Source: an optimization exercise on an open RTL-to-GDS flow (aim: small area). Production flows keep margins and buffers that such runs may drop.
Only simulation tests tie the RTL to the original design; equivalence was not proved.
Power and IR drop assume default switching activity.

--- flow/design.v ---
module comp_cic_rom
#(parameter ADDR_WIDTH=13,  
  parameter DATA_WIDTH=14)  
(
	input [ADDR_WIDTH-1:0] ic_addr,			 
	input clk, 
	output signed [DATA_WIDTH-1:0] od_rom		 
);
reg signed [DATA_WIDTH-1:0] rom [0:2**ADDR_WIDTH-1];
logic [DATA_WIDTH-1:0] b0_rom_r;
initial begin
    $readmemb("rom_coefs_comp_cic.mem", rom);
end
always_ff@ (posedge clk) 
    b0_rom_r <= rom[ic_addr];
assign od_rom = b0_rom_r;
endmodule
module comp_cic_control #(parameter Num_coef = 17) (
    input clk, 
    input ic_rst, 
    input ic_val_data, 
    output reg oc_val_data, 
    output reg oc_en_acc, 
    output reg oc_rst_acc, 
    output reg oc_en_reg, 
    output [$clog2(Num_coef)-1:0] oc_addr 
);
enum logic [2:0] {IDLE, START_COUNTER, WAIT, FINISH_COUNTER, DONE} state;
logic [$clog2(Num_coef)-1:0] counter;
always_comb begin
    case(state)
    IDLE: begin
        oc_en_acc = 0;
        oc_rst_acc = 1;
        oc_en_reg = 0;
        oc_val_data = 0;
    end
    START_COUNTER: begin
        oc_en_acc = 0;
        oc_rst_acc = 1;
        oc_en_reg = 0;
        oc_val_data = 0;
    end
    WAIT: begin
        oc_en_acc = 1;
        oc_rst_acc = 0;
        oc_en_reg = 0;
        oc_val_data = 0;
    end
    FINISH_COUNTER: begin
        oc_en_acc = 1;
        oc_rst_acc = 0;
        oc_en_reg = 0;
        oc_val_data = 0;
    end
    DONE: begin 
        oc_en_acc = 0;
        oc_rst_acc = 0;
        oc_en_reg = 1;
        oc_val_data = 1;
    end
    default: begin
        oc_en_acc = 0;
        oc_rst_acc = 1;
        oc_en_reg = 0;
        oc_val_data = 0;
    end
    endcase
end
always_ff @(posedge clk) begin
    if(ic_rst) begin
        state <= IDLE;
    end else begin
        case(state)
        IDLE: begin
            if(ic_val_data) begin
                state <= START_COUNTER;
            end else begin
                state <= IDLE;
            end
        end
        START_COUNTER: state <= WAIT; 
        WAIT: begin
            if(counter == Num_coef - 1) begin
                state <= FINISH_COUNTER;
            end else begin
                state <= WAIT;
            end
        end
        FINISH_COUNTER: state <= DONE;
        DONE: state <= IDLE;
        default: state <= IDLE;
        endcase
    end
end
always_ff @(posedge clk) begin
    if(ic_rst) begin
        counter <= 0;
    end else begin
        if(state == IDLE) begin
            counter <= 0;
        end
        if(state == START_COUNTER || state == WAIT) begin
            if(counter < Num_coef - 1) begin
                counter <= counter + 1;
            end
        end
    end
end
assign oc_addr = counter;
endmodule
module comp_cic_reg_desp #(parameter Win = 16, parameter Num_coef = 17) (
    input clk,
    input ic_rst,
    input [Win-1:0] id_data,
    input ic_val_data,
    input [$clog2(Num_coef)-1:0] ic_addr,
    output [Win-1:0] od_reg_desp
);
logic [Num_coef-1:0][Win-1:0] desp_reg_r;  
logic [Win-1:0] reg_desp_out;
always_ff @(posedge clk) begin
    if(ic_rst) begin
        desp_reg_r <= '0;
    end else if(ic_val_data) begin
        for(int i = Num_coef-1; i >= 1; i--) begin
            desp_reg_r[i] <= desp_reg_r[i-1];    
        end
        desp_reg_r[0] <= id_data;
    end
    reg_desp_out <= desp_reg_r[ic_addr];
end
assign od_reg_desp = reg_desp_out;
endmodule
module comp_cic_mac #(
    parameter Win = 16, 
    parameter Wcoef = 18, 
    parameter Wmultout = 34, 
    parameter Waccum = 34) (
    input signed [Win-1:0] ic_reg_desp,
    input signed [Wcoef-1:0] ic_rom_coef,
    input clk,
    input ic_en_acc,
    input ic_rst_acc,
    output signed [Waccum-1:0] od_out
);
    logic signed [Wmultout-1:0] mult_res_s;
    logic signed [Waccum-1:0] accum_r;
    assign mult_res_s = ic_reg_desp * ic_rom_coef;
    always_ff @(posedge clk) begin
        if(ic_rst_acc) begin
            accum_r <= 0;
        end else begin
            if(ic_en_acc) begin
                accum_r <= accum_r + mult_res_s;  
            end
        end
    end
    assign od_out = accum_r;
endmodule
module comp_cic_pc
#(  parameter Win=16,      
    parameter Wcoef = 18,  
    parameter Num_coef=17)    
(input  signed [Win-1:0] id_data_filter,  
 input ic_val_data,
 input ic_rst,
 input  clk, 
 output signed [Win+Wcoef-1:0] od_data_filter,  
 output oc_val_data); 
logic [$clog2(Num_coef)-1:0] control_addr_s;
logic control_en_acc_s;
logic control_rst_acc_s;
logic control_en_reg_s;
logic control_control_val_data_s;
comp_cic_control #(.Num_coef(Num_coef)) control (
    .clk(clk),
    .ic_rst(ic_rst),
    .ic_val_data(ic_val_data),
    .oc_addr(control_addr_s),
    .oc_en_acc(control_en_acc_s),
    .oc_rst_acc(control_rst_acc_s),
    .oc_en_reg(control_en_reg_s),
    .oc_val_data(control_control_val_data_s)
);
logic signed [Win-1:0] reg_desp_s;
comp_cic_reg_desp #(.Win(Win), .Num_coef(Num_coef)) reg_desp (
    .clk(clk),
    .ic_rst(ic_rst),
    .id_data(id_data_filter),
    .ic_val_data(ic_val_data),
    .ic_addr(control_addr_s),
    .od_reg_desp(reg_desp_s)
);
logic signed [Wcoef-1:0] current_coef_s;
comp_cic_rom #(.ADDR_WIDTH($clog2(Num_coef)), .DATA_WIDTH(Wcoef)) rom (
    .clk(clk),
    .ic_addr(control_addr_s),
    .od_rom(current_coef_s)
);
logic signed [Win+Wcoef-1:0] mac_od_out_s;
comp_cic_mac #(
    .Win(Win), 
    .Wcoef(Wcoef), 
    .Wmultout(Win+Wcoef), 
    .Waccum(Win+Wcoef)) mac (
        .clk(clk),
        .ic_reg_desp(reg_desp_s),
        .ic_rom_coef(current_coef_s),
        .ic_en_acc(control_en_acc_s),
        .ic_rst_acc(control_rst_acc_s),
        .od_out(mac_od_out_s)
    );
logic signed [Win+Wcoef-1:0] od_data_r;
logic oc_val_data_r;
always_ff @(posedge clk) begin
    if(control_en_reg_s) begin
        od_data_r <= mac_od_out_s;        
    end
    if(ic_rst) begin
        oc_val_data_r <= 1'b0;
    end else begin
        oc_val_data_r <= control_control_val_data_s;
    end
end
assign od_data_filter = od_data_r;
assign oc_val_data = oc_val_data_r;
function integer log2;
   input integer value;
   begin
     value = value-1;
     for (log2=0; value>0; log2=log2+1)
       value = value>>1;
   end
 endfunction
endmodule
module comp_cic
#(  parameter Win=16,      
    parameter Wcoef = 18,  
    parameter Wout = 18,   
    parameter Num_coef=17)    
(input  signed [Win-1:0] id_data_filter,  
 input ic_val_data,
 input ic_rst,
 input  clk, 
 output signed [Wout-1:0] od_data_filter,  
 output oc_val_data); 
logic [Win+Wcoef-1:0] out_data_s;
logic out_val_s;
comp_cic_pc #(.Win(Win), .Wcoef(Wcoef), .Num_coef(Num_coef)) UUT (
	.id_data_filter(id_data_filter),
	.ic_val_data(ic_val_data),
	.ic_rst(ic_rst),
	.clk(clk),
	.od_data_filter(out_data_s),
	.oc_val_data(out_val_s)
);
assign od_data_filter = out_data_s[31+3-1:30-15+1];        
assign oc_val_data = out_val_s;
function integer log2;
   input integer value;
   begin
     value = value-1;
     for (log2=0; value>0; log2=log2+1)
       value = value>>1;
   end
 endfunction
endmodule
--- flow/config.mk ---
export PLATFORM = sky130hd
export DESIGN_NAME = comp_cic
export DESIGN_NICKNAME = comp_cic
export VERILOG_FILES = /design/flow/design.v
export SDC_FILE = /design/flow/constraint.sdc
export NUM_CORES = 4
export LEC_CHECK = 0
export CAP_MARGIN = 20
export CORE_MARGIN = 2
export CORE_UTILIZATION = 40
export SLEW_MARGIN = 20
export SYNTH_MEMORY_MAX_BITS = 4096
--- flow/rom_coefs_comp_cic.mem ---
000000001011110001
000000001101000100
111111101101111001
000000010111001011
111111101010111101
111111111110001010
000001010001111100
111010100000101101
011000101111011010
111010100000101101
000001010001111100
111111111110001010
111111101010111101
000000010111001011
111111101101111001
000000001101000100
000000001011110001
000000000000000000
000000000000000000
000000000000000000
000000000000000000
000000000000000000
000000000000000000
000000000000000000
000000000000000000
000000000000000000
000000000000000000
000000000000000000
000000000000000000
000000000000000000
000000000000000000
000000000000000000
--- flow/run.sh ---
#!/bin/bash
# synth_recipe.tcl (not shown) runs the flow's synth.tcl, then flattens the netlist and writes it again
# the make line also repeats each setting of config.mk as NAME=value (left out here)
make -C /OpenROAD-flow-scripts/flow DESIGN_CONFIG=/design/flow/config.mk WORK_HOME=/design/flow/orfs CLKGATE_MAP_FILE= SYNTH_SCRIPT=/design/flow/synth_recipe.tcl finish
--- flow/constraint.sdc ---
create_clock -name core_clock -period 10.0 [get_ports {clk}]
set_input_delay 2.0000 -clock core_clock [delete_from_list [all_inputs] [get_ports {clk}]]
set_output_delay 2.0000 -clock core_clock [all_outputs]
set_load 0.01 [all_outputs]
==> summary.txt <==
- The CTS tree is built.
- The insertion delay of the later-clocked pin in the worst-skew pair is 0.59 ns.
- The mean number of vias per cell is about 5.
- The initial antenna violation count was 2.
- The highest routed metal layer is met4.
- The delay of the slowest critical-path stage is ~0.77 ns.
- Across every metal layer, demand over resource in global routing totals ~17%.
- The clock transition time at the flip-flop clock pins of the worst setup and hold paths is 0.06 ns.
- The number of buffers inserted by port buffering is 37.
- The hold violation count in the final report came to 0.
- Of the available clock period, the critical path in the final layout requires just under 70%.
- The number of maximum-capacitance violations is 0.
- The synthesized area divided by synthesized cell count is about 10 um2.
- The clock passes through at most 3 buffers.
- The net count after synthesis is roughly 3000.
- The instance count of the mapped netlist is approximately 2500.
- The register area share after synthesis is approximately 29%.
- The tree built by TritonCTS fans out to approximately 360 sinks.
- The congestion estimate from routability-driven global placement came to 0.8618.
- The worst hold path was traced through 2 stages.
- The sum of met2 wire segment lengths after detailed routing is about 28000 um.
- For the pin with the worst max-slew slack, the measured transition is around 1.1 ns.
- STA classifies the critical path startpoint as a flop.
- The number of cells on the worst reg-to-reg path is 20.
- The number of setup buffers added after CTS is 0.
- In this run the remaining antenna-violating nets after routing total 0.
- Of all flip-flops after synthesis, the portion carrying an async set or reset was 0%.
- In this run the horizontal extent of the chip is 259.8 um.
- The antenna cell count is 0.
- The met1 layer wirelength in the final routing is roughly 25000 um.
- Setup repair after global routing left no endpoint under its margin.
- Setup violations remaining at the end of the flow were counted as 0.
- The most frequent cell on the critical path is sky130_fd_sc_hd__fa_1.
- The slowest library cell on the worst path is sky130_fd_sc_hd__dfxtp_1.
- The total stage count of the critical path is 20.
- After synthesis, the netlist uses 56 different library cells.
- The initial standard-cell utilization of the core is 40.52%.
- For this run, design rule violations remaining after detail routing come to 0.
- The buffer cell driving the clock tree root is sky130_fd_sc_hd__clkbuf_16.
- The summed instance area of the synthesized netlist is between 20000 and 30000 um2.
- Detailed routing placed a total of between 1500 and 2000 um of wire on met3.
- The reported leakage power is about 13 nW.
- For this design the top-level I/O count stands at 38.
- The number of detailed-route iterations in the first pass is 7.
- The worst pin sits at a relative slew slack of between 20% and 30%.
- From synthesis to final layout, the design area changed by 9.836%.
- The most used flip-flop cell after synthesis is sky130_fd_sc_hd__dfxtp_1.
- The overall die area is around 67000 um2.
- The tightest min-delay check is of the reg2reg type.
- The via total after detailed routing is 16986.
- The total power density per cell area is 164.8 nW/um2.
- The via count of the first global-routing pass is 18213.
- Cells fill about 45% of the core in the end.
- The data arrival time of the critical path is roughly 7.4 ns.
- The depth of the CTS H-tree is 2.
- The final layout contains routed wiring with a total length of roughly 56000 um.
- The number of buffers added by the clock tree synthesis step is between 40 and 50.
- In this run, post-CTS hold repair placed 0 buffers.
- The floorplan has 93 rows.
- The total count of max-transition violations in the final report is 0.
- Measured along the y axis, the die boundary spans 259.8 um.
- The category of cells accounting for the largest share of critical-path delay is adder cells.
- The nature of the critical path endpoint is a flop.
- The time the final worst path needs with I/O delays and setup is about 7 ns.
- Dividing the detail-routed wire length by the instance count gives approximately 17 um.
- For this block, the initial DRC count from the detailed router was 1000.
- For this run, the number of Yosys warnings is 5.
- The worst IR drop on VDD is slightly above 100 uV.
- The count of flip-flops with a built-in enable after synthesis is 18.
- Synthesis inferred 364 register bits.
- The post-route clock skew is roughly 0.026 ns.
- The largest net degree at the start of global routing is slightly below 200.
- In this run the standard cell core region covers between 60000 and 70000 um2.
- Data on the critical path is required at its endpoint by about 10 ns.
- The remaining global-route overflow is 0.
- The critical path class is reg2reg.
- The number of buffers and inverters on the critical path is 3.
- The summed negative setup slack over all endpoints is 0 ns.
- At the end of the flow, the number of nets in the layout was about 3000.
- Walking the worst path, the cells encountered are nand2_1 -> fa_1 -> inv_1 -> fa_1 -> fa_1 -> fa_1 -> fa_1 -> inv_1 -> fa_1 -> inv_1 -> ha_1 -> and3_1 -> nand2_1 -> o21ai_0 -> o221a_2 -> nor3_2 -> o21ai_2 -> a2111oi_1 -> or4_1 -> nand3_1.
- The critical-path maximum fanout is 15.
- The run finished with no timing, DRC or antenna violations.
- Cells with a size suffix above 1 make up under 10% of the layout.
- The number of gates resized after CTS was 0.
- Based on the critical path, the design can be clocked at up to approximately 150 MHz.
- The placed wire-length estimate after detailed placement is between 40000 and 50000 um.
- The global-route wire length before repair is approximately 95000 um.
## area by class of cell
type / count / area (um2)
Clock buffer: 63 / 1294
Clock inverter: 12 / 163.9
Fill cell: 6036 / 35840
Inverter: 396 / 1486
Multi-Input combinational cell: 1655 / 16730
Sequential cell: 364 / 7476
Tap cell: 855 / 1070
Timing Repair Buffer: 51 / 518.0
## Yosys cell counts (4+ instances only)
cell type,instances,area [um2]
sky130_fd_sc_hd__ha_1,110,1376
sky130_fd_sc_hd__and2_1,105,656.9
sky130_fd_sc_hd__nand3_1,8,40.04
sky130_fd_sc_hd__nor2b_1,15,93.84
sky130_fd_sc_hd__o21ai_0,58,290.3
sky130_fd_sc_hd__nor2_1,306,1149
sky130_fd_sc_hd__nand2_1,188,705.7
sky130_fd_sc_hd__dfxtp_1,346,6927
sky130_fd_sc_hd__mux4_2,82,1847
sky130_fd_sc_hd__inv_1,396,1486
sky130_fd_sc_hd__buf_1,29,108.9
sky130_fd_sc_hd__mux2i_1,276,2763
sky130_fd_sc_hd__buf_2,6,30.03
sky130_fd_sc_hd__a211oi_1,8,60.06
sky130_fd_sc_hd__nor3b_1,5,37.54
sky130_fd_sc_hd__clkbuf_1,96,360.4
sky130_fd_sc_hd__o21a_1,8,60.06
sky130_fd_sc_hd__a21oi_1,39,195.2
sky130_fd_sc_hd__xor2_1,17,148.9
sky130_fd_sc_hd__a21o_1,7,52.55
sky130_fd_sc_hd__nand2b_1,20,125.1
sky130_fd_sc_hd__xnor2_1,22,192.7
sky130_fd_sc_hd__fa_1,321,6426
sky130_fd_sc_hd__a22o_1,4,35.03
sky130_fd_sc_hd__edfxtp_1,18,540.5
sky130_fd_sc_hd__nor3_1,9,45.04
## worst register-to-register path, cell delays in order (launching register included)
cell and delay [ns]:
sky130_fd_sc_hd__dfxtp_1 0.77, sky130_fd_sc_hd__nand2_1 0.33, sky130_fd_sc_hd__fa_1 0.60, sky130_fd_sc_hd__inv_1 0.05, sky130_fd_sc_hd__fa_1 0.48, sky130_fd_sc_hd__fa_1 0.62
sky130_fd_sc_hd__fa_1 0.46, sky130_fd_sc_hd__fa_1 0.49, sky130_fd_sc_hd__inv_1 0.05, sky130_fd_sc_hd__fa_1 0.47, sky130_fd_sc_hd__inv_1 0.04, sky130_fd_sc_hd__ha_1 0.32
sky130_fd_sc_hd__and3_1 0.21, sky130_fd_sc_hd__nand2_1 0.09, sky130_fd_sc_hd__o21ai_0 0.16, sky130_fd_sc_hd__o221a_2 0.33, sky130_fd_sc_hd__nor3_2 0.42, sky130_fd_sc_hd__o21ai_2 0.15
sky130_fd_sc_hd__a2111oi_1 0.51, sky130_fd_sc_hd__or4_1 0.18, sky130_fd_sc_hd__nand3_1 0.06
## through the flow
step / instances / worst slack (ns) / cell area, um2 / total power, W / hold WS, ns
finish: 3396 / 3.106 / 28740 / 0.004737 / 0.4619
global route: 3396 / 2.603 / 28740 / 0.005095 / 0.4892
CTS: 3395 / 3.015 / 28710 / 0.004789 / 0.4675
detailed placement: 3320 / 3.027 / 27250 / 0.003181 / 0.4545
global placement: 3320 / 3.160 / 27250 / 0.003137 / 0.4437
floorplan: 2546 / 3.775 / 26170 / 0.002805 / 0.4244
## worst paths after layout
check                                                               start  slack, ns                               endpoint
worst max register to register       UUT.reg_desp.reg_desp_out[7]$_DFF_P_       3.11       UUT.mac.accum_r[32]$_SDFFE_PN0N_
worst min register to register  UUT.reg_desp.desp_reg_r[269]$_SDFFE_PP0P_       0.46  UUT.reg_desp.reg_desp_out[13]$_DFF_P_
worst min-delay path            UUT.reg_desp.desp_reg_r[269]$_SDFFE_PP0P_       0.46  UUT.reg_desp.reg_desp_out[13]$_DFF_P_
worst max-delay path                 UUT.reg_desp.reg_desp_out[7]$_DFF_P_       3.11       UUT.mac.accum_r[32]$_SDFFE_PN0N_
## flip-flops by register name (all words and copies together) (netlist names)
name                       cells
UUT.control.counter            5
UUT.control.state              3
UUT.mac.accum_r               34
UUT.oc_val_data_r              1
UUT.od_data_r                 18
UUT.reg_desp.desp_reg_r      272
UUT.reg_desp.reg_desp_out     16
UUT.rom.b0_rom_r              15
## metal layers
layer,global-route usage [%],up-vias
met5,0,-
met2,30.27,263
li1,-,8043
met3,2.066,88
met1,22.67,8592
met4,4.837,0
## logic make-up (layout without fill, tap and decap cells)
family,Yosys count,count (layout),synth area share (%)
buf+inv,527,522,7.589
mux,358,358,17.62
compound gates,156,156,3.787
fa+ha+maj,431,431,29.82
xor+xnor,39,39,1.305
simple gates,671,671,11.34
flops,364,364,28.54
## cell usage in the layout (no fill, tap or decap), drive strengths merged, types with 4 or more instances in the layout
master,netlist,layout
mux4,82,82
nand2b,20,20
a211oi,8,8
ha,110,110
dfxtp,346,346
nor3b,5,5
and2,105,105
or3,4,4
o21ai,60,60
mux2i,276,276
clkinv,0,7
a21o,7,7
nor3,10,10
clkdlybuf4s50,0,35
inv,396,399
a21oi,39,39
xor2,17,17
a22o,4,4
xnor2,22,22
nand3,8,8
edfxtp,18,18
o21a,8,8
buf,35,16
nor2b,15,15
fa,321,321
nor2,306,306
nand2,188,188
clkbuf,96,63
## where the power goes
| group | internal (W) | switching (W) | total [W] | leakage (nW) |
|---|---|---|---|---|
| registers | 0.00152 | 0.0000974 | 0.00161 | 2.97 |
| clock network | 0.000933 | 0.000659 | 0.00159 | 0.709 |
| logic | 0.000650 | 0.000882 | 0.00153 | 9.39 |

## port drivers added, routing unchanged
In the flow no input, the clock included, has a driving cell. The finished layout below was timed again as built, in two steps. Step 1 sets driving cells, clkbuf_16 on the clock port and buf_2 on the other inputs (assumed; they add their load-dependent delay and slew). Step 2 also shifts input and output timing later by t, the mid clock arrival at the registers, as if the neighbouring blocks saw the same clock. Three values: ideal, step 1, step 2; two values: the first two.
t, ns: 0.631
setup WS [ns]: 3.106 / 3.106 / 3.106
worst setup path at the end: register to register
slew at the worst register clock pin (ns): 0.07 / 0.07
worst data-port slew with drivers (ns): 0.05
After both steps setup and hold are still met in this run. For this run, drivers alone change the setup slack by 0.000 ns; drivers and shift together by 0.000 ns.
